Context: an optimization exercise on an open-source flow, tuned for small area. The choices shown serve that exercise and are no tape-out recipe.
Only simulation tests tie the RTL to the original design; equivalence was not proved.
No driver is modelled on the clock port, so clocking that relies on it looks cheaper here than on a real chip.
Power and IR drop assume default switching activity.

## flow/design.v

```verilog
`default_nettype none
module hc_sr04(
	input			clk,
	input			rst_n,
	input			echo_in,
	output			trig_out,
	output			cycle_out,
	output			valid,
	output			timeout,
	output			busy,
	output	[6:0]	hex2,
	output	[6:0]	hex1,
	output	[6:0]	hex0
);
	reg [21:0] tpos;       
	reg        led_out;
	reg        trig_lt;    
	reg        trig_q;
	wire t_end = ~tpos[21] & ~tpos[20] & tpos[19] & tpos[18] & ~tpos[17] & ~tpos[16] & ~tpos[15] & tpos[14] & tpos[13] & ~tpos[12] & ~tpos[11] & tpos[10] & ~tpos[9] & ~tpos[7] & ~tpos[6] & ~tpos[4] & ~tpos[3] & ~tpos[2] & ~tpos[1] & ~tpos[0];
	wire t_499 = ~tpos[21] & ~tpos[20] & ~tpos[19] & ~tpos[18] & tpos[17] & tpos[16] & ~tpos[15] & ~tpos[14] & tpos[13] & ~tpos[12] & ~tpos[11] & ~tpos[10] & ~tpos[9] & ~tpos[7] & tpos[6] & tpos[5] & ~tpos[4] & ~tpos[2] & tpos[1];
	always @(posedge clk or negedge rst_n) begin
		if (!rst_n) begin
			tpos    <= 22'h184a40;
			led_out <= 1'b0;
			trig_lt <= 1'b1;
		end else begin
			tpos    <= {tpos[20:0], tpos[21] ^ tpos[20]} ^ {6'd0, t_end, 15'd0};
			if (t_end) begin
				led_out <= ~led_out;
				trig_lt <= 1'b1;
			end else if (t_499) begin
				trig_lt <= 1'b0;
			end
		end
	end
	always @(posedge clk)
		trig_q <= trig_lt;
	assign cycle_out = led_out;
	assign trig_out  = trig_q;
	reg echo_meta, echo_sync, echo_prev;
	reg counting, valid_q, timeout_q, valid_d;
	reg [11:0] ph;          
	reg [2:0]  cm_h;        
	reg [3:0]  cm_t, cm_o;
	wire rising  =  echo_sync & ~echo_prev;
	wire falling = ~echo_sync &  echo_prev;
	wire ph_end = ph[11] & ph[10] & ~ph[8] & ~ph[7] & ph[6] & ~ph[5] & ~ph[3] & ~ph[2] & ~ph[1] & ph[0];
	wire ph_449 = ph[10] & ~ph[9] & ph[8] & ph[6] & ~ph[3] & ~ph[2] & ph[1];
	wire to_hit = cm_h[2] & cm_h[1] & cm_t[3] & cm_t[0] & ph_449;
	always @(posedge clk or negedge rst_n) begin
		if (!rst_n) begin
			echo_meta <= 1'b0;
			echo_sync <= 1'b0;
			echo_prev <= 1'b0;
			counting  <= 1'b0;
			valid_q   <= 1'b0;
			timeout_q <= 1'b0;
			valid_d   <= 1'b0;
		end else begin
			echo_meta <= echo_in;
			echo_sync <= echo_meta;
			echo_prev <= echo_sync;
			valid_q   <= 1'b0;
			timeout_q <= 1'b0;
			valid_d   <= valid_q;
			if (!counting) begin
				if (rising) counting <= 1'b1;
			end else if (falling) begin
				counting <= 1'b0;
				valid_q  <= 1'b1;
			end else if (to_hit) begin
				counting  <= 1'b0;
				timeout_q <= 1'b1;
			end
		end
	end
	assign busy    = counting;
	assign valid   = valid_q;
	assign timeout = timeout_q;
	always @(posedge clk)
		if (!counting) ph <= 12'h9ca;
		else           ph <= {ph[10:0], ph[11] ^ ph[0]} ^ {6'd0, ph_end, 5'd0};
	wire cm_clr = valid_d | (~counting & ~valid_q);
	wire inc_o  = counting & ~falling & ph_end;
	wire o9     = cm_o[3] & cm_o[0];
	wire t9     = cm_t[3] & cm_t[0];
	wire inc_t  = inc_o & o9;
	wire inc_h  = inc_t & t9;
	always @(posedge clk) begin
		if (cm_clr) begin
			cm_o <= 4'd0;
			cm_t <= 4'd0;
			cm_h <= 3'd0;
		end else begin
			if (inc_o) cm_o <= o9 ? 4'd0 : cm_o + 4'd1;
			if (inc_t) cm_t <= t9 ? 4'd0 : cm_t + 4'd1;
			if (inc_h) cm_h <= cm_h + 3'd1;
		end
	end
	reg [2:0] disp_h;
	reg [3:0] disp_t, disp_o;
	wire clamp = cm_h[2];           
	wire blank = disp_o[3] & disp_o[2];
	always @(posedge clk or negedge rst_n) begin
		if (!rst_n) begin
			disp_h <= 3'd0;
			disp_t <= 4'd0;
			disp_o <= 4'hf;
		end else if (valid_d) begin
			disp_h <= clamp ? 3'd4 : cm_h;
			disp_t <= clamp ? 4'd0 : cm_t;
			disp_o <= clamp ? 4'd0 : cm_o;
		end else if (blank) begin
			disp_o <= 4'd0;
		end
	end
	function [6:0] seg7;
		input [3:0] d;
		begin
			case (d)
				4'd0: seg7 = 7'b1000000;
				4'd1: seg7 = 7'b1111001;
				4'd2: seg7 = 7'b0100100;
				4'd3: seg7 = 7'b0110000;
				4'd4: seg7 = 7'b0011001;
				4'd5: seg7 = 7'b0010010;
				4'd6: seg7 = 7'b0000010;
				4'd7: seg7 = 7'b1111000;
				4'd8: seg7 = 7'b0000000;
				4'd9: seg7 = 7'b0010000;
				default: seg7 = 7'b1111111;
			endcase
		end
	endfunction
	assign hex2 = (disp_h == 3'd0) ? 7'b1111111 : seg7({1'b0, disp_h});
	assign hex1 = (disp_h == 3'd0 && disp_t == 4'd0) ? 7'b1111111 : seg7(disp_t);
	assign hex0 = seg7(disp_o);
endmodule
```

## flow/flow/run.sh

```bash
#!/bin/bash
# Own layout flow: the standard ORFS flow (standard synthesis unchanged), with
#  - port buffers of the smallest buffer cell (every input and output still gets one),
#  - clock tree synthesis without dummy loads and with small clock buffers.
# Each tool's output goes to a log of its own in this folder (ORFS keeps per-step logs
# under orfs/logs as well).
set -euo pipefail
export BUFFER_PORTS_ARGS="-buffer_cell sky130_fd_sc_hd__buf_1"
export CTS_ARGS="-sink_clustering_enable -repair_clock_nets -dont_use_dummy_load -buf_list {sky130_fd_sc_hd__clkbuf_2 sky130_fd_sc_hd__clkbuf_4 sky130_fd_sc_hd__clkbuf_8}"
bash standard.sh synth > synth.log 2>&1
bash standard.sh floorplan > floorplan.log 2>&1
bash standard.sh place > place.log 2>&1
bash standard.sh cts > cts.log 2>&1
bash standard.sh route > route.log 2>&1
bash standard.sh finish > finish.log 2>&1
```

## flow/standard.sh

```bash
#!/bin/bash
# synth_recipe.tcl (not shown) runs the flow's synth.tcl, then flattens the netlist and writes it again
# the make line also repeats each setting of config.mk as NAME=value (left out here)
make -C /OpenROAD-flow-scripts/flow DESIGN_CONFIG=/design/flow/config.mk WORK_HOME=/design/flow/orfs CLKGATE_MAP_FILE= SYNTH_SCRIPT=/design/flow/synth_recipe.tcl "${@:-finish}"
```

## flow/config.mk

```make
export PLATFORM = sky130hd
export DESIGN_NAME = hc_sr04
export DESIGN_NICKNAME = hc_sr04
export VERILOG_FILES = /design/flow/design.v
export SDC_FILE = /design/flow/constraint.sdc
export NUM_CORES = 4
export LEC_CHECK = 0
export ABC_AREA = 1
export CAP_MARGIN = 20
export CORE_MARGIN = 2
export CORE_UTILIZATION = 40
export SLEW_MARGIN = 20
```

## flow/constraint.sdc

```tcl
create_clock -name core_clock -period 20.0 [get_ports {clk}]
set_input_delay 4.0000 -clock core_clock [delete_from_list [all_inputs] [get_ports {clk}]]
set_output_delay 4.0000 -clock core_clock [all_outputs]
set_load 0.01 [all_outputs]
```

==> flow_metrics.tcl, run 1 <==
set metrics [dict create \
    port_buffers 28 \
    coreArea_um2 6870 \
    layout-drive-gt1-share_pct 13.0 \
    max_slew_margin_pct 40.8 \
    fmax_ghz 0.170 \
    finalCritPeriodShare_pct 29.4 \
    hold_slack_ps 343 \
    dieArea_um2 7850 \
    worstMarginPinSlew_ps 888 \
    yosysSeqAreaShare_pct 54.0 \
    yosysWarnings 1 \
    crit_path_end "hex1[0]" \
    synth_area_leaders "dfrtp_1 (27%), dfxtp_1 (17%), dfstp_2 (10%), ha_1 (8.3%), nand2_1 (6.8%)" \
    tns_ps 0 \
    grt_pass1_vias 2010 \
    die_w_um 88.6 \
    ys_types 29 \
    drt_pre_antenna_iters 4 \
    vias 2060 \
    placed_cell_area_um2 3080 \
    die_h_um 88.6 \
    nets 370 \
    r2r_setup_slack_ps 18420 \
    initial_core_util_pct 41.7 \
    grt_max_degree 43 \
    ys_ff_latch 66 \
    avgSynthCellArea_um2 9.23 \
    route.detailed.drc 0 \
    critPathLaunchType "flop" \
    period_minus_slack_ps 5890 \
    cp.arrival_ps 1890 \
    p_leak_nw 1.47 \
    antenna_left 0 \
    final_common_cell "nand2_1" \
    yosysTopAreaCellShare_pct 27.1 \
    nFillCells 661 \
    crit_type "reg2out" \
    cts_made_buffers 9 \
    yosys.area.top_type "dfrtp_1" \
    final_cell_area_um2 3210 \
    avgRoutedWirePerCell_um 11.0 \
    io_pins 29 \
    finalSetupViolCount 0 \
    insertion_delay_ps 340 \
    antenna_found_initial 0 \
    worstReg2RegEnd "cm_t[1]$_SDFFE_PP0P_" \
    critPathMaxFanout 6 \
    gr-usage-all-layers_pct 14.5 \
    cts_tree "built" \
    viasPerCell 4.66 \
    cellPowerDensity_nw_per_um2 82.4 \
    drt_wl_total_um 4850 \
    r2r-start "counting$_DFF_PN0_" \
    status "timing/DRC/antenna clean" \
    hold_viol 0 \
    grt_pass1_wl_um 8700 \
    std_cell_rows 30 \
    final_max_slew_viol_count 0 \
    cts_hold_buf 0 \
    area_growth_pct 12.1 \
    synth-main-ff-cell "dfrtp_1" \
    rr_worst_depth 5 \
    crit_required_ps 16000 \
    synth_edf_count 0 \
    ys_async_sr_fraction_pct 63.6 \
    root_buffer "clkbuf_8" \
    endpoint_kind "output pin" \
    clock_sinks 66 \
    path_clk_slew_ps 70 \
    post_cts_buffers 0 \
    final_cell_mix "nand2_1 (52), inv_1 (45), dfrtp_1 (31)" \
    hp-class "reg2reg" \
    synth_area_um2 2860 \
    syn_nets 332 \
    cp-startpoint "disp_h[0]$_DFFE_PN0P_" \
    h-tree-depth 3 \
    dp_hpwl_um 3590 \
    post_cts_resize_count 0 \
    clock_skew_ps 11.1 \
    cts_buffer_depth 2 \
    rsz0062_at_grt "false" \
    drv_cap 0 \
    overflow 0 \
    ir_drop_mv 0.0461 \
    diodes 0 \
    drtIter0Drc 89 \
    place_congestion 0.789 \
    syn_inst 310 \
]
-- how the worst min path moves through the flow --
| stage | cells past startpoint | from | slack, ps | to |
|---|---|---|---|---|
| 6_report | 0 | tpos[8]$_DFF_PN0_ | 340 | tpos[9]$_DFF_PN1_ |
| 4_1_cts | 0 | tpos[8]$_DFF_PN0_ | 350 | tpos[9]$_DFF_PN1_ |
| 2_1_floorplan | 0 | echo_meta$_DFF_PN0_ | 330 | echo_sync$_DFF_PN0_ |
| 3_3_place_gp | 0 | echo_meta$_DFF_PN0_ | 330 | echo_sync$_DFF_PN0_ |
| 5_1_grt | 0 | tpos[8]$_DFF_PN0_ | 360 | tpos[9]$_DFF_PN1_ |
| 3_5_place_dp | 0 | echo_meta$_DFF_PN0_ | 340 | echo_sync$_DFF_PN0_ |
-- state kept, by name, indices dropped and copies added (netlist names) --
name	flops
disp_t	4
valid_q	1
echo_meta	1
disp_o	4
trig_lt	1
trig_q	1
timeout_q	1
echo_sync	1
ph	12
cm_h	3
echo_prev	1
valid_d	1
led_out	1
tpos	22
cm_t	4
cm_o	4
disp_h	3
counting	1
-- per-layer routing --
metal	wire, um	GRT usage, %	vias up
li1	-	-	1068
met1	2370	18.1	942
met2	2200	23.3	38
met3	172	3.08	12
met4	115	8.26	0
met5	0	0	-
-- power by group --
group / switching, W / leakage [nW] / internal (W)
Combinational: 0.0000237 / 0.675 / 0.0000116
Sequential: 0.00000744 / 0.731 / 0.000140
Clock: 0.0000415 / 0.0647 / 0.0000400
Total: 0.0000727 / 1.47 / 0.000192
-- cell usage after synthesis, types with 2 or more instances --
cell type / n
nand2_1: 52
a21oi_1: 10
inv_2: 2
nor2_2: 6
inv_1: 45
o22ai_1: 8
a31oi_1: 2
nand2_2: 4
nand3_1: 12
o211ai_1: 2
nand3b_1: 3
nor2_4: 3
nor2_1: 29
nand4_1: 5
o21ai_0: 24
ha_1: 19
or2_2: 7
dfxtp_1: 24
dfrtp_1: 31
dfstp_2: 11
nor4_1: 3
-- stage by stage --
| step | power, W | cells | setup WS (ps) | util, % |
|---|---|---|---|---|
| finish | 0.000264 | 442 | 14110 | 46.7 |
| global route | 0.000280 | 442 | 13940 | 46.7 |
| detailed placement | 0.000186 | 433 | 14440 | 44.9 |
| global placement | 0.000185 | 433 | 14540 | 44.9 |
| CTS | 0.000268 | 442 | 14080 | 46.7 |
| floorplan | 0.000174 | 310 | 14680 | - |
-- worst max-delay path, stage by stage, from the launching register on --
cell	delay, ps
dfrtp_1	390
inv_1	110
ha_1	210
inv_1	120
nor2_1	50
inv_1	80
nor2_1	60
nor2_1	240
o21ai_0	140
buf_1	140
-- logic make-up (layout without fill, tap and decap cells) --
group | Yosys count | count (layout) | share of synthesized area, %
XOR/XNOR | 1 | 1 | 0.306
AO/OA/AOI/OAI | 48 | 48 | 9.18
AND/OR/NAND/NOR | 128 | 128 | 21.9
buffers and inverters | 48 | 84 | 6.34
flip-flops | 66 | 66 | 54.0
adder cells (fa/ha/maj) | 19 | 19 | 8.30
-- layout make-up --
| cell class | count | area (um^2) | area share [%] |
|---|---|---|---|
| flip-flops and latches | 66 | 1550 | 48.2 |
| well taps | 96 | 120 | 3.74 |
| repair buffers | 28 | 106 | 3.32 |
| clock buffers | 9 | 124 | 3.86 |
| inverters | 47 | 176 | 5.50 |
| multi-input cells | 196 | 1140 | 35.4 |
==> run 2, diff against run 1 <==
==> flow/run.sh (new file) <==
#!/bin/bash
# synth_recipe.tcl (not shown) runs the flow's synth.tcl, then flattens the netlist and writes it again
# the make line also repeats each setting of config.mk as NAME=value (left out here)
make -C /OpenROAD-flow-scripts/flow DESIGN_CONFIG=/design/flow/config.mk WORK_HOME=/design/flow/orfs CLKGATE_MAP_FILE= SYNTH_SCRIPT=/design/flow/synth_recipe.tcl finish
--- a/flow/config.mk
+++ b/flow/config.mk
@@ -6,5 +6,4 @@
 export NUM_CORES = 4
 export LEC_CHECK = 0
-export ABC_AREA = 1
 export CAP_MARGIN = 20
 export CORE_MARGIN = 2
removed: flow/flow/run.sh
removed: flow/standard.sh
==> flow_metrics.tcl, run 2 <==
set metrics [dict create \
    yosysSeqAreaShare_pct 52.9 \
    std_cell_rows 31 \
    min_from "echo_meta$_DFF_PN0_" \
    ys_types 47 \
    dp_hpwl_um 3540 \
    nFillCells 696 \
    min_to "echo_sync$_DFF_PN0_" \
    rsz0062_at_grt "false" \
    rr_worst_depth 3 \
    cts_hold_buf 0 \
    fmax_ghz 0.158 \
    p_leak_nw 1.42 \
    period_minus_slack_ps 6320 \
    grt_max_degree 43 \
    highest_layer "met4" \
    overflow 0 \
    avgRoutedWirePerCell_um 12.5 \
    route.detailed.drc 0 \
    antenna_left 0 \
    worstMarginPinSlew_ps 871 \
    crit_type "reg2out" \
    final_cell_area_um2 3490 \
    drt_wl_total_um 5160 \
    vias 2081 \
    synth_edf_count 0 \
    critPathLaunchType "flop" \
    root_buffer "clkbuf_8" \
    die_h_um 89.5 \
    cts_buffer_depth 2 \
    yosysWarnings 1 \
    insertion_delay_ps 340 \
    antenna_found_initial 0 \
    yosys.area.top_type "dfrtp_1" \
    ir_drop_mv 0.0575 \
    critPathMaxFanout 5 \
    multi_input_area_um2 1270 \
    synth_area_leaders "dfrtp_1 (27%), dfxtp_1 (16%), dfstp_2 (9.9%), ha_1 (8.1%), o21ai_0 (3.3%)" \
    top_regs "tpos (22), ph (12)" \
    route.met3.wl_um 208 \
    h-tree-depth 3 \
    totalPowerFinal_w 0.000275 \
    regArea_um2 1550 \
    clock_sinks 66 \
    finalSetupViolCount 0 \
    yosysTopAreaCellShare_pct 26.6 \
    final_max_slew_viol_count 0 \
    placed_cell_area_um2 3270 \
    synth_area_um2 2920 \
    cp.arrival_ps 2320 \
    cts_made_buffers 9 \
    yosysMostFrequentCell "dfrtp_1" \
    initial_core_util_pct 40.7 \
    crit_required_ps 16000 \
    hp-class "reg2reg" \
    diodes 0 \
    synth-main-ff-cell "dfrtp_1" \
    syn_nets 305 \
    final_cell_mix "dfrtp_1 (31), clkdlybuf4s50_1 (27), dfxtp_1 (24)" \
    met2WireLength_um 2240 \
    synthTopCellsByCount "dfrtp_1 (31), dfxtp_1 (24), nand2_1 (20), nor2_1 (20)" \
    r2r-start "counting$_DFF_PN0_" \
    viasPerCell 5.04 \
    grt_pass1_wl_um 9020 \
    layout-drive-gt1-share_pct 11.5 \
    cellPowerDensity_nw_per_um2 78.9 \
    hold_depth 0 \
    syn_inst 283 \
    finalCritPeriodShare_pct 31.6 \
    die_w_um 89.5 \
    gr-usage-all-layers_pct 14.9 \
    area_growth_pct 19.3 \
    tns_ps 0 \
    r2r_setup_slack_ps 18070 \
    final_common_cell "dfrtp_1" \
    port_buffers 28 \
    drt_pre_antenna_iters 7 \
    path_clk_slew_ps 70 \
    clock_skew_ps 8.41 \
    avgSynthCellArea_um2 10.3 \
    endpoint_kind "output pin" \
    drtIter0Drc 106 \
    coreArea_um2 7180 \
    dieArea_um2 8000 \
    nets 332 \
    drv_cap 0 \
    status "timing/DRC/antenna clean" \
    hold_viol 0 \
    place_congestion 0.758 \
    largest_register_ffs 22 \
    post_cts_buffers 0 \
    ys_ff_latch 66 \
    ys_async_sr_fraction_pct 63.6 \
    post_cts_resize_count 0 \
    wl_met1_um 2590 \
    grt_pass1_vias 1957 \
    io_pins 29 \
    top_register "tpos" \
    cts_tree "built" \
    worstReg2RegEnd "cm_t[0]$_SDFFE_PP0P_" \
    max_slew_margin_pct 41.9 \
]
==> run 2: cell families (layout without fill, tap and decap cells) <==
kind of cell               after synthesis  after routing  share of synthesized area (%)
and+or+nand+nor                        108            108                           21.5
xor gates and xnor gates                 3              3                          0.900
AOI/OAI and AO/OA                       55             55                           11.0
DFF                                     66             66                           52.9
buffers and inverters                   27             58                           3.77
muxes                                    5              5                           1.76
adders and majority gates               19             19                           8.14
==> run 2: critical path, stage by stage, from the launching register on <==
cell and delay (ps):
dfrtp_1 410, inv_1 120, ha_1 270, nand3b_1 140, nor2_1 50, o21ai_0 350, o21ai_0 150, clkdlybuf4s50_1 500
==> run 2: layout make-up <==
type	count	area share [%]
Clock buffer	13	4.56
Clock inverter	2	1.72
Inverter	15	1.62
Multi-Input combinational cell	190	36.3
Sequential cell	66	44.3
Tap cell	99	3.55
Timing Repair Buffer	28	7.90
==> run 2: power by group <==
group | internal [W] | total (W) | leakage [nW] | switching, W
Sequential | 0.000137 | 0.000141 | 0.734 | 0.00000398
Combinational | 0.00000479 | 0.0000100 | 0.575 | 0.00000521
Clock | 0.0000765 | 0.000124 | 0.110 | 0.0000475
==> run 2: stage by stage <==
| step | hold slack (ps) | cells | setup WS, ps | utilization, % |
|---|---|---|---|---|
| 6_report | 351 | 413 | 13680 | 48.6 |
| 5_1_grt | 359 | 413 | 13480 | 48.6 |
| 4_1_cts | 354 | 413 | 13650 | 48.6 |
| 3_5_place_dp | 340 | 398 | 14040 | 45.5 |
| 3_3_place_gp | 334 | 398 | 14110 | 45.5 |
| 2_1_floorplan | 331 | 283 | 14600 | - |
==> run 2: worst max path at each step <==
stage,end,slack [ps],start
floorplan,hex1[0],14600,disp_h[0]$_DFFE_PN0P_
global placement,hex1[3],14110,disp_h[0]$_DFFE_PN0P_
detailed placement,hex1[0],14040,disp_h[0]$_DFFE_PN0P_
CTS,hex1[0],13650,disp_h[0]$_DFFE_PN0P_
global route,hex1[0],13480,disp_h[0]$_DFFE_PN0P_
finish,hex1[0],13680,disp_h[0]$_DFFE_PN0P_
==> run 2: metal layers <==
metal / vias up / global-route usage, %
met1: 988 / 19.3
met2: 39 / 22.8
met4: 0 / 8.96
li1: 1044 / -
met3: 10 / 3.51
met5: - / 0
==> run 3, diff against run 2 <==
--- a/flow/design.v
+++ b/flow/design.v
@@ -115,24 +115,27 @@
 		end
 	end
-	function [6:0] seg7;
-		input [3:0] d;
-		begin
-			case (d)
-				4'd0: seg7 = 7'b1000000;
-				4'd1: seg7 = 7'b1111001;
-				4'd2: seg7 = 7'b0100100;
-				4'd3: seg7 = 7'b0110000;
-				4'd4: seg7 = 7'b0011001;
-				4'd5: seg7 = 7'b0010010;
-				4'd6: seg7 = 7'b0000010;
-				4'd7: seg7 = 7'b1111000;
-				4'd8: seg7 = 7'b0000000;
-				4'd9: seg7 = 7'b0010000;
-				default: seg7 = 7'b1111111;
-			endcase
-		end
-	endfunction
-	assign hex2 = (disp_h == 3'd0) ? 7'b1111111 : seg7({1'b0, disp_h});
-	assign hex1 = (disp_h == 3'd0 && disp_t == 4'd0) ? 7'b1111111 : seg7(disp_t);
-	assign hex0 = seg7(disp_o);
+	wire [6:0] seg_t;
+	assign hex0[0] = (disp_o[2] & disp_o[3]) | (~disp_o[0] & ~disp_o[1] & disp_o[2]) | (disp_o[0] & ~disp_o[1] & ~disp_o[2] & ~disp_o[3]);
+	assign hex0[1] = ~((~disp_o[2]) | (disp_o[0] & disp_o[1] & ~disp_o[3]) | (~disp_o[0] & ~disp_o[1]));
+	assign hex0[2] = (disp_o[1] & disp_o[3]) | (~disp_o[0] & disp_o[1] & ~disp_o[2]);
+	assign hex0[3] = (~disp_o[0] & ~disp_o[1] & disp_o[2]) | (disp_o[0] & disp_o[1] & disp_o[2]) | (disp_o[0] & ~disp_o[1] & ~disp_o[2] & ~disp_o[3]);
+	assign hex0[4] = (disp_o[0]) | (~disp_o[1] & disp_o[2]);
+	assign hex0[5] = (disp_o[1] & ~disp_o[2]) | (disp_o[0] & disp_o[1]) | (disp_o[0] & ~disp_o[2] & ~disp_o[3]);
+	assign hex0[6] = (disp_o[0] & disp_o[1] & disp_o[2]) | (~disp_o[1] & ~disp_o[2] & ~disp_o[3]);
+	assign seg_t[0] = (~disp_t[0] & ~disp_t[1] & disp_t[2]) | (disp_t[0] & ~disp_t[1] & ~disp_t[2] & ~disp_t[3]);
+	assign seg_t[1] = (disp_t[0] & ~disp_t[1] & disp_t[2]) | (~disp_t[0] & disp_t[1] & disp_t[2]);
+	assign seg_t[2] = (~disp_t[0] & disp_t[1] & ~disp_t[2]);
+	assign seg_t[3] = (~disp_t[0] & ~disp_t[1] & disp_t[2]) | (disp_t[0] & disp_t[1] & disp_t[2]) | (disp_t[0] & ~disp_t[1] & ~disp_t[2] & ~disp_t[3]);
+	assign seg_t[4] = (disp_t[0]) | (~disp_t[1] & disp_t[2]);
+	assign seg_t[5] = (disp_t[1] & ~disp_t[2]) | (disp_t[0] & disp_t[1]) | (disp_t[0] & ~disp_t[2] & ~disp_t[3]);
+	assign seg_t[6] = (disp_t[0] & disp_t[1] & disp_t[2]) | (~disp_t[1] & ~disp_t[2] & ~disp_t[3]);
+	wire zero_ht = ~|disp_h & ~|disp_t;
+	assign hex1 = seg_t | {1'b0, {6{zero_ht}}};
+	assign hex2[0] = (~disp_h[1]);
+	assign hex2[1] = (~disp_h[0] & ~disp_h[1] & ~disp_h[2]);
+	assign hex2[2] = (~disp_h[0] & ~disp_h[2]);
+	assign hex2[3] = (~disp_h[1]);
+	assign hex2[4] = ~((~disp_h[0] & disp_h[1]));
+	assign hex2[5] = (~disp_h[2]);
+	assign hex2[6] = (~disp_h[1] & ~disp_h[2]);
 endmodule
==> flow/flow/run.sh (new file) <==
#!/bin/bash
# Own layout flow:
#  1. the standard synthesis, unchanged (standard.sh synth);
#  2. the combinational logic between the registers re-mapped for area with Yosys/ABC
#     (flow/reopt.ys, flow/area.abc); registers keep their instances, names and cells;
#  3. the standard floorplan, placement, CTS, routing and finish, with
#     - port buffers of the smallest buffer cell (every input and output still gets one),
#     - clock tree synthesis without dummy loads and with small clock buffers.
# Each tool's output goes to a log of its own in this folder.
set -euo pipefail
W=$(pwd)
R=$W/orfs/results/${FLOW_PLATFORM}/hc_sr04/base
LIB=$FLOW_HOME/platforms/${FLOW_PLATFORM}/lib/sky130_fd_sc_hd__tt_025C_1v80.lib
YOSYS=$FLOW_HOME/../tools/install/yosys/bin/yosys
[[ -x $YOSYS ]] || YOSYS=yosys

bash standard.sh synth > synth.log 2>&1

cp $R/1_2_yosys.v $W/synth_standard.v
sed -e "s#LIBERTY#$LIB#g" -e "s#IN_NETLIST#$W/synth_standard.v#" -e "s#OUT_NETLIST#$W/synth_reopt.v#" \
    -e "s#ABC_SCRIPT#$W/flow/area.abc#" flow/reopt.ys > reopt_run.ys
$YOSYS -s reopt_run.ys > reopt.log 2>&1
cp $W/synth_reopt.v $R/1_2_yosys.v
rm -f $R/1_synth.odb $R/1_synth.sdc
bash standard.sh synth > synth_odb.log 2>&1

export BUFFER_PORTS_ARGS="-buffer_cell sky130_fd_sc_hd__buf_1"
export CTS_ARGS="-sink_clustering_enable -repair_clock_nets -dont_use_dummy_load -buf_list {sky130_fd_sc_hd__clkbuf_4} -root_buf sky130_fd_sc_hd__clkbuf_4 -sink_clustering_size 30 -sink_clustering_max_diameter 100"
bash standard.sh floorplan > floorplan.log 2>&1
bash standard.sh place > place.log 2>&1
bash standard.sh cts > cts.log 2>&1
bash standard.sh route > route.log 2>&1
bash standard.sh finish > finish.log 2>&1
==> flow/flow/area.abc (new file) <==
strash; &get -n; &deepsyn -T 30; &put; dch -f; amap; topo
==> flow/flow/reopt.ys (new file) <==
# Re-map the combinational logic of the standard synthesis netlist for area.
# Registers and tie cells are kept as black boxes: the same instances, names and cells.
read_liberty -ignore_miss_func LIBERTY
blackbox sky130_fd_sc_hd__df* sky130_fd_sc_hd__conb_1
read_verilog IN_NETLIST
hierarchy -top hc_sr04
flatten
opt_clean -purge
abc -script ABC_SCRIPT -liberty LIBERTY -dont_use *lpflow* -dont_use *probe*
opt_clean -purge
hilomap -singleton -hicell sky130_fd_sc_hd__conb_1 HI -locell sky130_fd_sc_hd__conb_1 LO
splitnets
opt_clean -purge
insbuf -buf sky130_fd_sc_hd__buf_1 A X
rename -enumerate -pattern _rn%_ w:*.*
stat -liberty LIBERTY
write_verilog -noattr -nohex -nodec OUT_NETLIST
==> flow/standard.sh (new file) <==
#!/bin/bash
# synth_recipe.tcl (not shown) runs the flow's synth.tcl, then flattens the netlist and writes it again
# the make line also repeats each setting of config.mk as NAME=value (left out here)
make -C /OpenROAD-flow-scripts/flow DESIGN_CONFIG=/design/flow/config.mk WORK_HOME=/design/flow/orfs CLKGATE_MAP_FILE= SYNTH_SCRIPT=/design/flow/synth_recipe.tcl "${@:-finish}"
--- a/flow/config.mk
+++ b/flow/config.mk
@@ -6,4 +6,5 @@
 export NUM_CORES = 4
 export LEC_CHECK = 0
+export ABC_AREA = 1
 export CAP_MARGIN = 20
 export CORE_MARGIN = 2
removed: flow/run.sh
==> flow_metrics.tcl, run 3 <==
set metrics [dict create \
    drt_pre_antenna_iters 4 \
    clock_skew_ps 20.7 \
    cts_buffer_depth 2 \
    max_slew_margin_pct 40.9 \
    syn_inst 217 \
    syn_nets 220 \
    ir_drop_mv 0.0384 \
    dp_hpwl_um 2710 \
    std_cell_rows 27 \
    status "timing/DRC/antenna clean" \
    hold_viol 0 \
    die_w_um 80.1 \
    insertion_delay_ps 380 \
    root_buffer "clkbuf_4" \
    crit_required_ps 16000 \
    final_cell_mix "dfrtp_1 (31), clkinv_1 (29), buf_1 (27)" \
    top_regs "tpos (22), ph (12)" \
    hold_slack_ps 354 \
    top_register "tpos" \
    antenna_found_initial 0 \
    overflow 0 \
    critPathMaxFanout 5 \
    drt_wl_total_um 3810 \
    synth_area_um2 2310 \
    slowest_stage "dfrtp_1" \
    cell_internal_pwr_w 0.000170 \
    worst_path_largest_cell_delay_ps 430 \
    stdcell_count 325 \
    coreArea_um2 5540 \
    critPathLaunchType "flop" \
    post_cts_buffers 0 \
    io_pins 29 \
    p_leak_nw 1.04 \
    cts_hold_buf 0 \
    nFillCells 572 \
    cts_made_buffers 9 \
    grt_pass1_wl_um 6580 \
    die_h_um 80.1 \
    endpoint_kind "output pin" \
    grt_max_degree 43 \
    h-tree-depth 3 \
    post_cts_resize_count 0 \
    largest_register_ffs 22 \
    viasPerCell 4.84 \
    drv_cap 0 \
    vias 1573 \
    final_max_slew_viol_count 0 \
    nets 258 \
    finalSetupViolCount 0 \
    clock_sinks 66 \
    crit_type "reg2out" \
    tns_ps 0 \
    avgSynthCellArea_um2 10.7 \
    multi_input_area_um2 657 \
    gr-usage-all-layers_pct 13.7 \
    area_growth_pct 11.2 \
    cts_tree "built" \
    utilization_pct 46.5 \
    layout-drive-gt1-share_pct 8.30 \
    avgRoutedWirePerCell_um 11.7 \
    dp_cells 316 \
    cellPowerDensity_nw_per_um2 89.4 \
    drtIter0Drc 60 \
    diodes 0 \
    cp.arrival_ps 1930 \
    finalCritPeriodShare_pct 29.6 \
    p_sw_w 0.0000605 \
    dieArea_um2 6410 \
    rsz0062_at_grt "false" \
    crit_chain "clkinv_1 > o22ai_1 > o21a_1 > o21ai_0 > nand2_1 > clkinv_1 > o21ai_0 > buf_1" \
    final_common_cell "dfrtp_1" \
    worstMarginPinSlew_ps 886 \
    comb_power_share_pct 11.4 \
    path_clk_slew_ps 100 \
    hp-class "reg2reg" \
    fmax_ghz 0.169 \
    regArea_um2 1550 \
    swShare_pct 26.3 \
    antenna_left 0 \
    grt_pass1_vias 1417 \
    clockPowerShare_pct 25.9 \
    period_minus_slack_ps 5930 \
    place_congestion 0.802 \
    seq_power_share_pct 62.7 \
    route.detailed.drc 0 \
    yosysWarnings 1 \
    port_buffers 28 \
    initial_core_util_pct 41.8 \
]
[run 3: layout make-up]
class | instances | share of cell area, %
multi-input combinational | 121 | 25.5
tap | 72 | 3.50
clock buffer | 9 | 2.62
timing repair buffer | 28 | 4.13
inverter | 29 | 4.23
sequential | 66 | 60.0
[run 3: worst max-delay path, delay by kind of cell (launching register included)]
kind	cells	cell delay, ps
AO/OA/AOI/OAI	4	610
buffers and inverters	3	390
flip-flops	1	430
AND/OR/NAND/NOR	1	120
[run 3: final timing paths]
path                                  startpoint                   end  slack, ps  depth (start not counted)
setup / recovery           disp_t[0]$_DFFE_PN0P_               hex1[4]      14070                          8
hold / removal               echo_meta$_DFF_PN0_   echo_sync$_DFF_PN0_        350                          0
setup reg to reg                ph[8]$_SDFF_PN1_  cm_t[3]$_SDFFE_PP0P_      17400                         13
hold reg to reg              echo_meta$_DFF_PN0_   echo_sync$_DFF_PN0_        350                          0
max in group asynchronous                  rst_n   echo_meta$_DFF_PN0_      15690                          1
min in group asynchronous                  rst_n    tpos[13]$_DFF_PN0_       3730                          1
[run 3: stage by stage]
step           setup WS [ps]  total power (W)  cell area (um^2)
3_5_place_dp           14510         0.000174              2510
2_1_floorplan          14520         0.000163              2310
4_1_cts                14070         0.000233              2570
5_1_grt                13930         0.000245              2570
3_3_place_gp           14600         0.000173              2510
6_report               14070         0.000230              2570
[run 3: power groups by stage]
stage / combinational (W) / clock [W] / sequential [W]
6_report: 0.0000262 / 0.0000595 / 0.000144
5_1_grt: 0.0000304 / 0.0000684 / 0.000146
4_1_cts: 0.0000268 / 0.0000619 / 0.000145
3_5_place_dp: 0.0000267 / 0 / 0.000147
3_3_place_gp: 0.0000263 / 0 / 0.000147
2_1_floorplan: 0.0000172 / 0 / 0.000146
[run 3: layer usage]
metal	vias up	part of all wire (%)	global-route usage (%)	wire [um]
met1	709	53	19.7	2010
met5	-	0	0	0
met4	0	2.5	8.64	94
li1	818	-	-	-
met3	10	3.7	3.03	140
met2	36	41	18.6	1570
==> run 4, diff against run 3 <==
--- a/flow/flow/run.sh
+++ b/flow/flow/run.sh
@@ -26,5 +26,5 @@
 
 export BUFFER_PORTS_ARGS="-buffer_cell sky130_fd_sc_hd__buf_1"
-export CTS_ARGS="-sink_clustering_enable -repair_clock_nets -dont_use_dummy_load -buf_list {sky130_fd_sc_hd__clkbuf_4} -root_buf sky130_fd_sc_hd__clkbuf_4 -sink_clustering_size 30 -sink_clustering_max_diameter 100"
+export CTS_ARGS="-sink_clustering_enable -repair_clock_nets -dont_use_dummy_load -buf_list {sky130_fd_sc_hd__clkbuf_2 sky130_fd_sc_hd__clkbuf_4} -root_buf sky130_fd_sc_hd__clkbuf_4 -sink_clustering_size 20"
 bash standard.sh floorplan > floorplan.log 2>&1
 bash standard.sh place > place.log 2>&1
==> flow_metrics.tcl, run 4 <==
set metrics [dict create \
    status "timing/DRC/antenna clean" \
    finalCritPeriodShare_pct 29.6 \
    io_pins 29 \
    die_w_um 80.1 \
    vias 1573 \
    h-tree-depth 3 \
    cts_hold_buf 0 \
    avgSynthCellArea_um2 10.7 \
    finalSetupViolCount 0 \
    rr_worst_depth 13 \
    rsz0062_at_grt "false" \
    top_regs "tpos (22), ph (12)" \
    grt_max_degree 43 \
    root_buffer "clkbuf_4" \
    comb_power_share_pct 11.4 \
    die_h_um 80.1 \
    gr-usage-all-layers_pct 13.7 \
    drtIter0Drc 60 \
    crit_required_ps 16000 \
    totalPowerFinal_w 0.000230 \
    route.detailed.drc 0 \
    worstMarginPinSlew_ps 886 \
    final_common_cell "dfrtp_1" \
    path_clk_slew_ps 100 \
    port_buffers 28 \
    antenna_found_initial 0 \
    cellPowerDensity_nw_per_um2 89.4 \
    diodes 0 \
    nets 258 \
    clock_skew_ps 20.7 \
    area_growth_pct 11.2 \
    grt_pass1_wl_um 6580 \
    layout-drive-gt1-share_pct 8.30 \
    p_sw_w 0.0000605 \
    p_leak_nw 1.04 \
    final_max_slew_viol_count 0 \
    antenna_left 0 \
    critPathMaxFanout 5 \
    place_congestion 0.802 \
    yosysWarnings 1 \
    multi_input_area_um2 657 \
    clock_sinks 66 \
    coreArea_um2 5540 \
    cts_made_buffers 9 \
    fmax_ghz 0.169 \
    initial_core_util_pct 41.8 \
    clockPowerShare_pct 25.9 \
    final_cell_mix "dfrtp_1 (31), clkinv_1 (29), buf_1 (27)" \
    hold_viol 0 \
    syn_inst 217 \
    post_cts_buffers 0 \
    largest_register_ffs 22 \
    drv_cap 0 \
    hold_depth 0 \
    max_slew_margin_pct 40.9 \
    crit_type "reg2out" \
    avgRoutedWirePerCell_um 11.7 \
    insertion_delay_ps 380 \
    std_cell_rows 27 \
    hp-class "reg2reg" \
    syn_nets 220 \
    top_register "tpos" \
    tns_ps 0 \
    synth_area_um2 2310 \
    cp.arrival_ps 1930 \
    viasPerCell 4.84 \
    regArea_um2 1550 \
    critPathLaunchType "flop" \
    drt_wl_total_um 3810 \
    cts_tree "built" \
    dieArea_um2 6410 \
    cell_internal_pwr_w 0.000170 \
    swShare_pct 26.3 \
    post_cts_resize_count 0 \
    nFillCells 572 \
    ir_drop_mv 0.0384 \
    endpoint_kind "output pin" \
    dp_hpwl_um 2710 \
    overflow 0 \
    seq_power_share_pct 62.7 \
    cts_buffer_depth 2 \
    grt_pass1_vias 1417 \
    period_minus_slack_ps 5930 \
    drt_pre_antenna_iters 4 \
]
## run 4: path summary, 6_finish.rpt
path                       slack, ps                  start                    to
max                            14070  disp_t[0]$_DFFE_PN0P_               hex1[4]
min                              350    echo_meta$_DFF_PN0_   echo_sync$_DFF_PN0_
max reg2reg                    17400       ph[8]$_SDFF_PN1_  cm_t[3]$_SDFFE_PP0P_
min reg2reg                      350    echo_meta$_DFF_PN0_   echo_sync$_DFF_PN0_
max in group asynchronous      15690                  rst_n   echo_meta$_DFF_PN0_
min in group asynchronous       3730                  rst_n    tpos[13]$_DFF_PN0_
## run 4: power by group through the flow
stage,logic [W],registers [W],clock network (W)
floorplan,0.0000172,0.000146,0
global placement,0.0000263,0.000147,0
detailed placement,0.0000267,0.000147,0
CTS,0.0000268,0.000145,0.0000619
global route,0.0000304,0.000146,0.0000684
finish,0.0000262,0.000144,0.0000595
## run 4: final cells by class
cell class	count	area share [%]
multi-input combinational	121	25.5
inverter	29	4.23
timing repair buffer	28	4.13
tap	72	3.50
sequential	66	60.0
clock buffer	9	2.62
## run 4: metrics by stage
step | worst slack, ps | instances | hold slack [ps] | util (%) | area [um^2]
floorplan | 14520 | 217 | 331 | - | 2310
global placement | 14600 | 316 | 334 | 45.3 | 2510
detailed placement | 14510 | 316 | 337 | 45.3 | 2510
CTS | 14070 | 325 | 354 | 46.5 | 2570
global route | 13930 | 325 | 368 | 46.5 | 2570
finish | 14070 | 325 | 354 | 46.5 | 2570
## run 4: per-layer routing
layer	share of wire, %	GRT usage [%]	vias to the layer above	wire (um)
met5	0	0	-	0
met2	41	18.6	36	1570
li1	-	-	818	-
met3	3.7	3.03	10	140
met1	53	19.7	709	2010
met4	2.5	8.64	0	94
## run 4: worst max-delay path, cell delays in order, from the launching register on
cell and delay [ps]:
dfrtp_1 430, clkinv_1 150, o22ai_1 170, o21a_1 150, o21ai_0 140, nand2_1 120
clkinv_1 70, o21ai_0 150, buf_1 170
==> run 5, diff against run 4 <==
--- a/flow/flow/run.sh
+++ b/flow/flow/run.sh
@@ -26,5 +26,5 @@
 
 export BUFFER_PORTS_ARGS="-buffer_cell sky130_fd_sc_hd__buf_1"
-export CTS_ARGS="-sink_clustering_enable -repair_clock_nets -dont_use_dummy_load -buf_list {sky130_fd_sc_hd__clkbuf_2 sky130_fd_sc_hd__clkbuf_4} -root_buf sky130_fd_sc_hd__clkbuf_4 -sink_clustering_size 20"
+export CTS_ARGS="-sink_clustering_enable -repair_clock_nets -dont_use_dummy_load -buf_list {sky130_fd_sc_hd__clkbuf_2 sky130_fd_sc_hd__clkbuf_4 sky130_fd_sc_hd__clkbuf_8}"
 bash standard.sh floorplan > floorplan.log 2>&1
 bash standard.sh place > place.log 2>&1
==> flow_metrics.tcl, run 5 <==
set metrics [dict create \
    clock_skew_ps 13.5 \
    syn_nets 220 \
    hp-class "reg2reg" \
    drt_pre_antenna_iters 4 \
    avgRoutedWirePerCell_um 11.7 \
    place_congestion 0.802 \
    final_cell_area_um2 2630 \
    nFillCells 568 \
    synth_area_um2 2310 \
    vias 1563 \
    syn_inst 217 \
    worstMarginPinSlew_ps 882 \
    cellPowerDensity_nw_per_um2 95.7 \
    cts_buffer_depth 2 \
    root_buffer "clkbuf_8" \
    coreArea_um2 5540 \
    std_cell_rows 27 \
    layout-drive-gt1-share_pct 8.30 \
    cts_tree "built" \
    worst_path_largest_cell_delay_ps 420 \
    path_buf_inv 3 \
    die_w_um 80.1 \
    overflow 0 \
    dp_hpwl_um 2710 \
    endpoint_kind "output pin" \
    crit_required_ps 16000 \
    status "timing/DRC/antenna clean" \
    crit_chain "clkinv_1 > o22ai_1 > o21a_1 > o21ai_0 > nand2_1 > clkinv_1 > o21ai_0 > buf_1" \
    yosysWarnings 1 \
    insertion_delay_ps 320 \
    top_register "tpos" \
    route.detailed.drc 0 \
    regArea_um2 1550 \
    grt_max_degree 43 \
    finalSetupViolCount 0 \
    cp_top_family "compound AO/OA/AOI/OAI gates" \
    finalCritPeriodShare_pct 29.3 \
    diodes 0 \
    nets 258 \
    largest_register_ffs 22 \
    post_cts_resize_count 0 \
    slowest_stage "dfrtp_1" \
    p_leak_nw 1.07 \
    crit_type "reg2out" \
    final_cell_mix "dfrtp_1 (31), clkinv_1 (29), buf_1 (27)" \
    hold_viol 0 \
    cts_hold_buf 0 \
    cp.arrival_ps 1860 \
    drt_wl_total_um 3810 \
    cts_made_buffers 9 \
    antenna_found_initial 0 \
    fmax_ghz 0.171 \
    port_buffers 28 \
    final_max_slew_viol_count 0 \
    path_clk_slew_ps 60 \
    antenna_left 0 \
    clock_sinks 66 \
    critPathMaxFanout 5 \
    area_growth_pct 13.7 \
    critPathLaunchType "flop" \
    grt_pass1_wl_um 6600 \
    rsz0062_at_grt "false" \
    final_common_cell "dfrtp_1" \
    ir_drop_mv 0.0477 \
    post_cts_buffers 0 \
    multi_input_area_um2 657 \
    drv_cap 0 \
    avgSynthCellArea_um2 10.7 \
    initial_core_util_pct 41.8 \
    viasPerCell 4.81 \
    io_pins 29 \
    gr-usage-all-layers_pct 13.8 \
    period_minus_slack_ps 5860 \
    max_slew_margin_pct 41.2 \
    dieArea_um2 6410 \
    grt_pass1_vias 1407 \
    placed_cell_area_um2 2510 \
    die_h_um 80.1 \
    tns_ps 0 \
    h-tree-depth 3 \
    drtIter0Drc 58 \
    top_regs "tpos (22), ph (12)" \
]
run 5: cell count changes in the layout (fill, tap and decap cells not counted):
| cell | change |
|---|---|
| clkbuf_4 | -9 |
| clkbuf_8 | +9 |
run 5: cell type report:
type,instances,area share (%)
Multi-Input combinational cell,121,25.0
Timing Repair Buffer,28,4.04
Inverter,29,4.14
Tap cell,72,3.42
Clock buffer,9,4.71
Sequential cell,66,58.7
run 5: worst reg2reg max path, cell delays in order (launching register included):
cell	delay [ps]
dfxtp_1	320
or4_1	500
nor3_1	350
nor2b_1	240
nand2_1	120
nor2_1	200
nand2_1	140
nor2_1	210
nor2_1	90
clkinv_1	100
nor2_1	50
nor2_1	130
nor2_1	50
nor2_1	80
run 5: routing by layer:
metal / vias to the layer above / track usage (%) / part of all wire [%]
li1: 812 / - / -
met3: 6 / 3.37 / 3.8
met5: - / 0 / 0
met4: 0 / 8.14 / 2.0
met1: 711 / 19.7 / 53
met2: 34 / 18.8 / 41
run 5: where the power goes:
part,internal [W],total (W),switching [W]
Clock,0.0000400,0.0000810,0.0000410
Sequential,0.000140,0.000145,0.00000469
Combinational,0.00000902,0.0000262,0.0000172
run 5: path summary, 6_finish.rpt:
kind                                        from                    to  slack [ps]  cells after the start
max                        disp_t[0]$_DFFE_PN0P_               hex1[4]       14140                      8
min                          echo_meta$_DFF_PN0_   echo_sync$_DFF_PN0_         350                      0
max reg2reg                     ph[8]$_SDFF_PN1_  cm_t[3]$_SDFFE_PP0P_       17390                     13
min reg2reg                  echo_meta$_DFF_PN0_   echo_sync$_DFF_PN0_         350                      0
max in group asynchronous                  rst_n   echo_meta$_DFF_PN0_       15640                      1
min in group asynchronous                  rst_n    tpos[13]$_DFF_PN0_        3800                      1
run 5: stage by stage:
stage	hold slack, ps	std cells	util [%]	total power [W]	setup slack [ps]
finish	349	325	47.5	0.000252	14140
floorplan	331	217	-	0.000163	14520
global placement	334	316	45.3	0.000173	14600
global route	369	325	47.5	0.000266	14010
detailed placement	337	316	45.3	0.000174	14510
CTS	349	325	47.5	0.000255	14150
==> run 6, diff against run 5 <==
--- a/flow/design.v
+++ b/flow/design.v
@@ -18,5 +18,6 @@
 	reg        trig_q;
 	wire t_end = ~tpos[21] & ~tpos[20] & tpos[19] & tpos[18] & ~tpos[17] & ~tpos[16] & ~tpos[15] & tpos[14] & tpos[13] & ~tpos[12] & ~tpos[11] & tpos[10] & ~tpos[9] & ~tpos[7] & ~tpos[6] & ~tpos[4] & ~tpos[3] & ~tpos[2] & ~tpos[1] & ~tpos[0];
-	wire t_499 = ~tpos[21] & ~tpos[20] & ~tpos[19] & ~tpos[18] & tpos[17] & tpos[16] & ~tpos[15] & ~tpos[14] & tpos[13] & ~tpos[12] & ~tpos[11] & ~tpos[10] & ~tpos[9] & ~tpos[7] & tpos[6] & tpos[5] & ~tpos[4] & ~tpos[2] & tpos[1];
+	wire t_499p = ~tpos[21] & ~tpos[20] & ~tpos[15] & ~tpos[12] & ~tpos[7] & tpos[1];
+	wire t_499 = trig_lt & t_499p;
 	always @(posedge clk or negedge rst_n) begin
 		if (!rst_n) begin
@@ -39,12 +40,13 @@
 	assign trig_out  = trig_q;
 	reg echo_meta, echo_sync, echo_prev;
-	reg counting, valid_q, timeout_q, valid_d;
-	reg [11:0] ph;          
+	reg counting, valid_q, valid_d;
+	reg [11:0] ph;
+	wire [11:0] phl = ph ^ 12'haaa;
 	reg [2:0]  cm_h;        
 	reg [3:0]  cm_t, cm_o;
 	wire rising  =  echo_sync & ~echo_prev;
 	wire falling = ~echo_sync &  echo_prev;
-	wire ph_end = ph[11] & ph[10] & ~ph[8] & ~ph[7] & ph[6] & ~ph[5] & ~ph[3] & ~ph[2] & ~ph[1] & ph[0];
-	wire ph_449 = ph[10] & ~ph[9] & ph[8] & ph[6] & ~ph[3] & ~ph[2] & ph[1];
+	wire ph_end = phl[11] & phl[10] & ~phl[8] & ~phl[7] & phl[6] & ~phl[5] & ~phl[3] & ~phl[2] & ~phl[1] & phl[0];
+	wire ph_449 = phl[10] & ~phl[9] & phl[8] & phl[6] & ~phl[3] & ~phl[2] & phl[1];
 	wire to_hit = cm_h[2] & cm_h[1] & cm_t[3] & cm_t[0] & ph_449;
 	always @(posedge clk or negedge rst_n) begin
@@ -55,5 +57,4 @@
 			counting  <= 1'b0;
 			valid_q   <= 1'b0;
-			timeout_q <= 1'b0;
 			valid_d   <= 1'b0;
 		end else begin
@@ -62,5 +63,4 @@
 			echo_prev <= echo_sync;
 			valid_q   <= 1'b0;
-			timeout_q <= 1'b0;
 			valid_d   <= valid_q;
 			if (!counting) begin
@@ -70,15 +70,15 @@
 				valid_q  <= 1'b1;
 			end else if (to_hit) begin
-				counting  <= 1'b0;
-				timeout_q <= 1'b1;
+				counting <= 1'b0;
 			end
 		end
 	end
-	assign busy    = counting;
-	assign valid   = valid_q;
-	assign timeout = timeout_q;
+	assign busy  = counting;
+	assign valid = valid_q;
+	assign timeout = ~counting & echo_prev & ~phl[1];
+	wire [11:0] phl_next = counting ? ({phl[10:0], phl[11] ^ phl[0]} ^ {6'd0, ph_end, 5'd0})
+	                                : 12'h9ca;
 	always @(posedge clk)
-		if (!counting) ph <= 12'h9ca;
-		else           ph <= {ph[10:0], ph[11] ^ ph[0]} ^ {6'd0, ph_end, 5'd0};
+		ph <= phl_next ^ 12'haaa;
 	wire cm_clr = valid_d | (~counting & ~valid_q);
 	wire inc_o  = counting & ~falling & ph_end;
--- a/flow/flow/run.sh
+++ b/flow/flow/run.sh
@@ -26,5 +26,5 @@
 
 export BUFFER_PORTS_ARGS="-buffer_cell sky130_fd_sc_hd__buf_1"
-export CTS_ARGS="-sink_clustering_enable -repair_clock_nets -dont_use_dummy_load -buf_list {sky130_fd_sc_hd__clkbuf_2 sky130_fd_sc_hd__clkbuf_4 sky130_fd_sc_hd__clkbuf_8}"
+export CTS_ARGS="-sink_clustering_enable -repair_clock_nets -dont_use_dummy_load -buf_list {sky130_fd_sc_hd__clkbuf_4} -root_buf sky130_fd_sc_hd__clkbuf_4 -sink_clustering_size 30 -sink_clustering_max_diameter 100"
 bash standard.sh floorplan > floorplan.log 2>&1
 bash standard.sh place > place.log 2>&1
==> flow_metrics.tcl, run 6 <==
set metrics [dict create \
    yosysWarnings 1 \
    route.detailed.drc 0 \
    grt_pass1_vias 1449 \
    top_register "tpos" \
    initial_core_util_pct 41.2 \
    place_congestion 0.763 \
    grt_pass1_wl_um 6640 \
    endpoint_kind "output pin" \
    dieArea_um2 6250 \
    worst_path_largest_cell_delay_ps 430 \
    finalCritPeriodShare_pct 29.4 \
    gr-usage-all-layers_pct 14.3 \
    hold_viol 0 \
    rsz0062_at_grt "false" \
    cts_buffer_depth 2 \
    clock_skew_ps 41.3 \
    ir_drop_mv 0.0537 \
    slowest_stage "dfrtp_1" \
    cts_hold_buf 0 \
    cts_made_buffers 9 \
    post_cts_buffers 0 \
    cp.arrival_ps 1880 \
    crit_chain "clkinv_1 > o22ai_1 > o21a_1 > o21ai_0 > nand2_1 > clkinv_1 > o21ai_0 > buf_1" \
    hp-class "reg2reg" \
    dp_cells 315 \
    cellPowerDensity_nw_per_um2 90.9 \
    insertion_delay_ps 410 \
    stdcell_count 324 \
    fmax_ghz 0.170 \
    final_cell_mix "nor2_1 (40), clkinv_1 (30), dfrtp_1 (30)" \
    post_cts_resize_count 0 \
    clock_sinks 65 \
    layout-drive-gt1-share_pct 8.33 \
    nets 257 \
    crit_type "reg2out" \
    drv_cap 0 \
    path_clk_slew_ps 120 \
    drtIter0Drc 82 \
    die_h_um 79.1 \
    final_cell_area_um2 2510 \
    syn_nets 219 \
    critPathMaxFanout 5 \
    antenna_found_initial 0 \
    p_leak_nw 1.02 \
    area_growth_pct 11.5 \
    synth_area_um2 2250 \
    overflow 0 \
    syn_inst 216 \
    grt_max_degree 42 \
    tns_ps 0 \
    std_cell_rows 27 \
    path_buf_inv 3 \
    crit_required_ps 16000 \
    antenna_left 0 \
    drt_pre_antenna_iters 4 \
    top_regs "tpos (22), ph (12)" \
    viasPerCell 4.75 \
    status "timing/DRC/antenna clean" \
    final_max_slew_viol_count 0 \
    diodes 0 \
    root_buffer "clkbuf_4" \
    port_buffers 28 \
    period_minus_slack_ps 5880 \
    avgSynthCellArea_um2 10.4 \
    drt_wl_total_um 3790 \
    worstMarginPinSlew_ps 856 \
    cts_tree "built" \
    cp_top_family "compound AO/OA/AOI/OAI gates" \
    avgRoutedWirePerCell_um 11.7 \
    largest_register_ffs 22 \
    finalSetupViolCount 0 \
    dp_hpwl_um 2730 \
    max_slew_margin_pct 42.9 \
    placed_cell_area_um2 2450 \
    final_common_cell "nor2_1" \
    io_pins 29 \
    vias 1540 \
    die_w_um 79.1 \
    coreArea_um2 5470 \
    critPathLaunchType "flop" \
    h-tree-depth 3 \
]
[run 6: through the flow]
stage	hold WS, ps	utilization [%]	setup WS [ps]	total power, W
2_1_floorplan	331	-	14520	0.000161
3_3_place_gp	333	44.7	14600	0.000172
3_5_place_dp	336	44.7	14520	0.000172
4_1_cts	352	46.0	14080	0.000232
5_1_grt	356	46.0	13930	0.000242
6_report	346	46.0	14120	0.000229
[run 6: final cells by class]
class | instances | area [um^2]
Timing Repair Buffer | 28 | 106
Inverter | 30 | 113
Tap cell | 72 | 90.1
Sequential cell | 65 | 1520
Fill cell | 552 | 2960
Multi-Input combinational cell | 120 | 618
Clock buffer | 9 | 67.6
[run 6: metal layers]
metal  track usage (%)  wire, um  vias to the layer above
met2              19.7      1500                       33
met5                 0         0                        -
met4              8.28        99                        0
met1              19.7      2000                      687
met3              4.43       183                        9
li1                  -         -                      811
[run 6: worst paths after layout]
kind / slack [ps] / cells past startpoint / from / end
setup / recovery: 14120 / 8 / disp_t[0]$_DFFE_PN0P_ / hex1[4]
hold / removal: 350 / 0 / tpos[17]$_DFF_PN0_ / tpos[18]$_DFF_PN0_
setup reg to reg: 17590 / 11 / ph[2]$_SDFF_PN0_ / cm_h[2]$_SDFFE_PP0P_
hold reg to reg: 350 / 0 / tpos[17]$_DFF_PN0_ / tpos[18]$_DFF_PN0_
max in group asynchronous: 15740 / 1 / rst_n / counting$_DFF_PN0_
min in group asynchronous: 3690 / 1 / rst_n / tpos[12]$_DFF_PN0_
[run 6: power breakdown]
part           internal, W  switching, W
sequential        0.000138    0.00000554
clock            0.0000209     0.0000388
combinational   0.00000849     0.0000170
total             0.000167     0.0000614
==> run 7, diff against run 6 <==
--- a/flow/flow/run.sh
+++ b/flow/flow/run.sh
@@ -6,5 +6,6 @@
 #  3. the standard floorplan, placement, CTS, routing and finish, with
 #     - port buffers of the smallest buffer cell (every input and output still gets one),
-#     - clock tree synthesis without dummy loads and with small clock buffers.
+#     - a clock tree of four leaf buffers, one per k-means group of flip-flops,
+#       driven straight from the clock port (flow/clocktree.tcl).
 # Each tool's output goes to a log of its own in this folder.
 set -euo pipefail
@@ -26,5 +27,6 @@
 
 export BUFFER_PORTS_ARGS="-buffer_cell sky130_fd_sc_hd__buf_1"
-export CTS_ARGS="-sink_clustering_enable -repair_clock_nets -dont_use_dummy_load -buf_list {sky130_fd_sc_hd__clkbuf_4} -root_buf sky130_fd_sc_hd__clkbuf_4 -sink_clustering_size 30 -sink_clustering_max_diameter 100"
+export PRE_CTS_TCL=$W/flow/clocktree.tcl
+export CTS_ARGS="-repair_clock_nets -dont_use_dummy_load -clk_nets clk -buf_list {sky130_fd_sc_hd__clkbuf_8}"
 bash standard.sh floorplan > floorplan.log 2>&1
 bash standard.sh place > place.log 2>&1
==> flow/flow/clocktree.tcl (new file) <==
# Clock tree: the clock port drives NG leaf buffers (clkbuf_8), each placed at the
# centre of a group of flip-flops found by k-means on their locations. Sourced
# before ORFS's CTS step (PRE_CTS_TCL); CTS itself is then limited to net clk, where
# it finds no register sinks left and adds nothing.
set ngroups 4
set bufcell sky130_fd_sc_hd__clkbuf_8
set block [ord::get_db_block]
set dbu [$block getDbUnitsPerMicron]
set clknet [$block findNet clk]
set pts {}
foreach it [$clknet getITerms] {
  if {[$it getIoType] ne "INPUT"} continue
  set inst [$it getInst]
  set box [$inst getBBox]
  set x [expr {([$box xMin] + [$box xMax]) / 2}]
  set y [expr {([$box yMin] + [$box yMax]) / 2}]
  lappend pts [list $x $y [$inst getName]/[[$it getMTerm] getName]]
}
set n [llength $pts]
puts "clocktree: $n sinks, $ngroups groups"
set sorted [lsort -integer -index 0 $pts]
set cent {}
for {set g 0} {$g < $ngroups} {incr g} {
  set p [lindex $sorted [expr {int(($g + 0.5) * $n / $ngroups)}]]
  lappend cent [list [lindex $p 0] [lindex $p 1]]
}
for {set iter 0} {$iter < 30} {incr iter} {
  set groups {}
  for {set g 0} {$g < $ngroups} {incr g} { lappend groups {} }
  foreach p $pts {
    set best 0
    set bd 1e18
    for {set g 0} {$g < $ngroups} {incr g} {
      lassign [lindex $cent $g] cx cy
      set d [expr {abs([lindex $p 0] - $cx) + abs([lindex $p 1] - $cy)}]
      if {$d < $bd} { set bd $d; set best $g }
    }
    lset groups $best [concat [lindex $groups $best] [list $p]]
  }
  set cent {}
  foreach grp $groups {
    set sx 0
    set sy 0
    foreach p $grp { set sx [expr {$sx + [lindex $p 0]}]; set sy [expr {$sy + [lindex $p 1]}] }
    set k [llength $grp]
    if {$k == 0} { set k 1 }
    lappend cent [list [expr {$sx / $k}] [expr {$sy / $k}]]
  }
}
set g 0
foreach grp $groups {
  if {[llength $grp] == 0} { incr g; continue }
  set pins {}
  foreach p $grp { lappend pins [get_pins [lindex $p 2]] }
  lassign [lindex $cent $g] cx cy
  insert_buffer -buffer_cell $bufcell -net clk -load_pins $pins \
    -location [list [expr {double($cx) / $dbu}] [expr {double($cy) / $dbu}]] \
    -buffer_name clkbuf_leaf_$g -net_name clknet_leaf_$g
  puts "clocktree: group $g, [llength $grp] sinks"
  incr g
}
==> flow_metrics.tcl, run 7 <==
set metrics [dict create \
    worstReg2RegEnd "cm_h[2]$_SDFFE_PP0P_" \
    final_cell_mix "nor2_1 (40), clkinv_1 (30), dfrtp_1 (30)" \
    crit_type "reg2out" \
    dieArea_um2 6250 \
    port_buffers 28 \
    post_cts_resize_count 0 \
    drt_pre_antenna_iters 4 \
    multi_input_area_um2 618 \
    insertion_delay_ps 170 \
    utilization_pct 45.7 \
    hp-class "reg2reg" \
    yosysWarnings 1 \
    worst_path_largest_cell_delay_ps 430 \
    drtIter0Drc 42 \
    synth_area_um2 2250 \
    viasPerCell 4.75 \
    overflow 0 \
    grt_pass1_vias 1426 \
    max_slew_margin_pct 43.8 \
    syn_nets 219 \
    rr_worst_depth 11 \
    period_minus_slack_ps 5640 \
    place_ws_ps 14520 \
    critPathLaunchType "flop" \
    top_register "tpos" \
    postLayoutSetupSlackWorst_ps 14360 \
    std_cell_rows 27 \
    area_growth_pct 11.0 \
    avgSynthCellArea_um2 10.4 \
    vias 1515 \
    clock_skew_ps 28.0 \
    route.detailed.drc 0 \
    hold_viol 0 \
    antenna_left 0 \
    die_w_um 79.1 \
    slowest_stage "dfrtp_1" \
    hold_depth 0 \
    nets 252 \
    path_clk_slew_ps 90 \
    worstMarginPinSlew_ps 843 \
    min_from "echo_meta$_DFF_PN0_" \
    fmax_ghz 0.177 \
    tns_ps 0 \
    post_cts_buffers 0 \
    cts_hold_buf 0 \
    final_max_slew_viol_count 0 \
    dp_hpwl_um 2730 \
    layout-drive-gt1-share_pct 6.48 \
    p_leak_nw 1.00 \
    top_regs "tpos (22), ph (12)" \
    cp.arrival_ps 1640 \
    finalSetupViolCount 0 \
    largest_register_ffs 22 \
    ir_drop_mv 0.0446 \
    final_common_cell "nor2_1" \
    nFillCells 553 \
    place_congestion 0.763 \
    diodes 0 \
    finalCritPeriodShare_pct 28.2 \
    r2r-start "ph[2]$_SDFF_PN0_" \
    coreArea_um2 5470 \
    grt_pass1_wl_um 6450 \
    antenna_found_initial 0 \
    die_h_um 79.1 \
    crit_chain "clkinv_1 > o22ai_1 > o21a_1 > o21ai_0 > nand2_1 > clkinv_1 > o21ai_0 > buf_1" \
    critPathMaxFanout 5 \
    grt_max_degree 42 \
    crit_required_ps 16000 \
    min_to "echo_sync$_DFF_PN0_" \
    endpoint_kind "output pin" \
    cellPowerDensity_nw_per_um2 87.3 \
    drv_cap 0 \
    r2r_setup_slack_ps 17590 \
    rsz0062_at_grt "false" \
    syn_inst 216 \
    regArea_um2 1520 \
    initial_core_util_pct 41.2 \
    status "timing/DRC/antenna clean" \
    drt_wl_total_um 3660 \
    avgRoutedWirePerCell_um 11.5 \
    io_pins 29 \
    gr-usage-all-layers_pct 12.3 \
]
run 7: critical path, delay by kind of cell (launching register included):
kind	cells	cell delay, ps
AOI/OAI and AO/OA	4	570
buffers and inverters	3	370
DFF	1	430
and+or+nand+nor	1	110
run 7: power by group:
group	total [W]	internal, W	switching [W]	leakage (nW)
registers	0.000143	0.000138	0.00000553	0.717
logic	0.0000255	0.00000849	0.0000170	0.258
clock network	0.0000496	0.0000185	0.0000311	0.0288
total	0.000218	0.000165	0.0000536	1.00
run 7: worst max path at each step:
stage,to,from,depth (start not counted),slack [ps]
after floorplan,hex1[4],disp_t[1]$_DFFE_PN0P_,7,14520
after global placement,hex1[4],disp_t[1]$_DFFE_PN0P_,8,14600
after detailed placement,hex1[4],disp_t[0]$_DFFE_PN0P_,8,14520
after CTS,hex1[4],disp_t[0]$_DFFE_PN0P_,8,14510
after global routing,hex1[4],disp_t[0]$_DFFE_PN0P_,8,14190
final,hex1[4],disp_t[0]$_DFFE_PN0P_,8,14360
run 7: cell type report, clock buffers not listed:
class / count / share of cell area (%)
inverters: 30 / 4.50
multi-input cells: 120 / 24.7
flip-flops and latches: 65 / 60.8
well taps: 72 / 3.60
repair buffers: 28 / 4.25
run 7: metrics by stage:
stage | instances | hold slack [ps] | instance area, um^2 | power (W)
after floorplan | 216 | 331 | 2250 | 0.000161
after global placement | 315 | 333 | 2450 | 0.000172
after detailed placement | 315 | 336 | 2450 | 0.000172
after CTS | 319 | 336 | 2500 | 0.000210
after global routing | 319 | 366 | 2500 | 0.000229
final | 319 | 354 | 2500 | 0.000218
run 7: layer usage:
layer	up-vias	track usage, %	share of wire (%)
met5	-	0	0
met4	0	1.55	1.4
met3	3	1.36	4.5
met2	30	19.7	41
met1	681	18.7	53
li1	801	-	-

port drivers added, routing unchanged:
The results above use ideal ports. As a check the final layouts listed here were re-extracted and re-timed, cells and wires unchanged. Step 1 assumes that a clkbuf_16 drives the clock port and a buf_2 every other input. Step 2 times the ports against the registers' clock, not the clock port: input delays grow and output delays shrink by t, the midpoint of the rising clock arrivals with the driver on. Three values: no drivers, after step 1, after step 2; two values: the first two.
run | t, ns | setup WS [ns] | worst hold slack (ns) | clock arrival spread, ns
run 1 | 0.357 | 14.111 / 14.084 / 14.441 | 0.343 / 0.343 / 0.343 | 0.018 / 0.018
run 2 | 0.367 | 13.678 / 13.651 / 14.018 | 0.351 / 0.351 / 0.351 | 0.009 / 0.008
run 3 | 0.392 | 14.074 / 14.052 / 14.443 | 0.354 / 0.354 / 0.354 | 0.027 / 0.027
run 4 | 0.392 | 14.074 / 14.052 / 14.443 | 0.354 / 0.354 / 0.354 | 0.027 / 0.027
run 5 | 0.339 | 14.142 / 14.117 / 14.456 | 0.349 / 0.349 / 0.349 | 0.015 / 0.016
run 6 | 0.411 | 14.119 / 14.095 / 14.506 | 0.346 / 0.346 / 0.346 | 0.051 / 0.051
run 7 | 0.209 | 14.362 / 14.306 / 14.515 | 0.354 / 0.354 / 0.354 | 0.028 / 0.028
After both steps setup and hold are still met in every run listed.
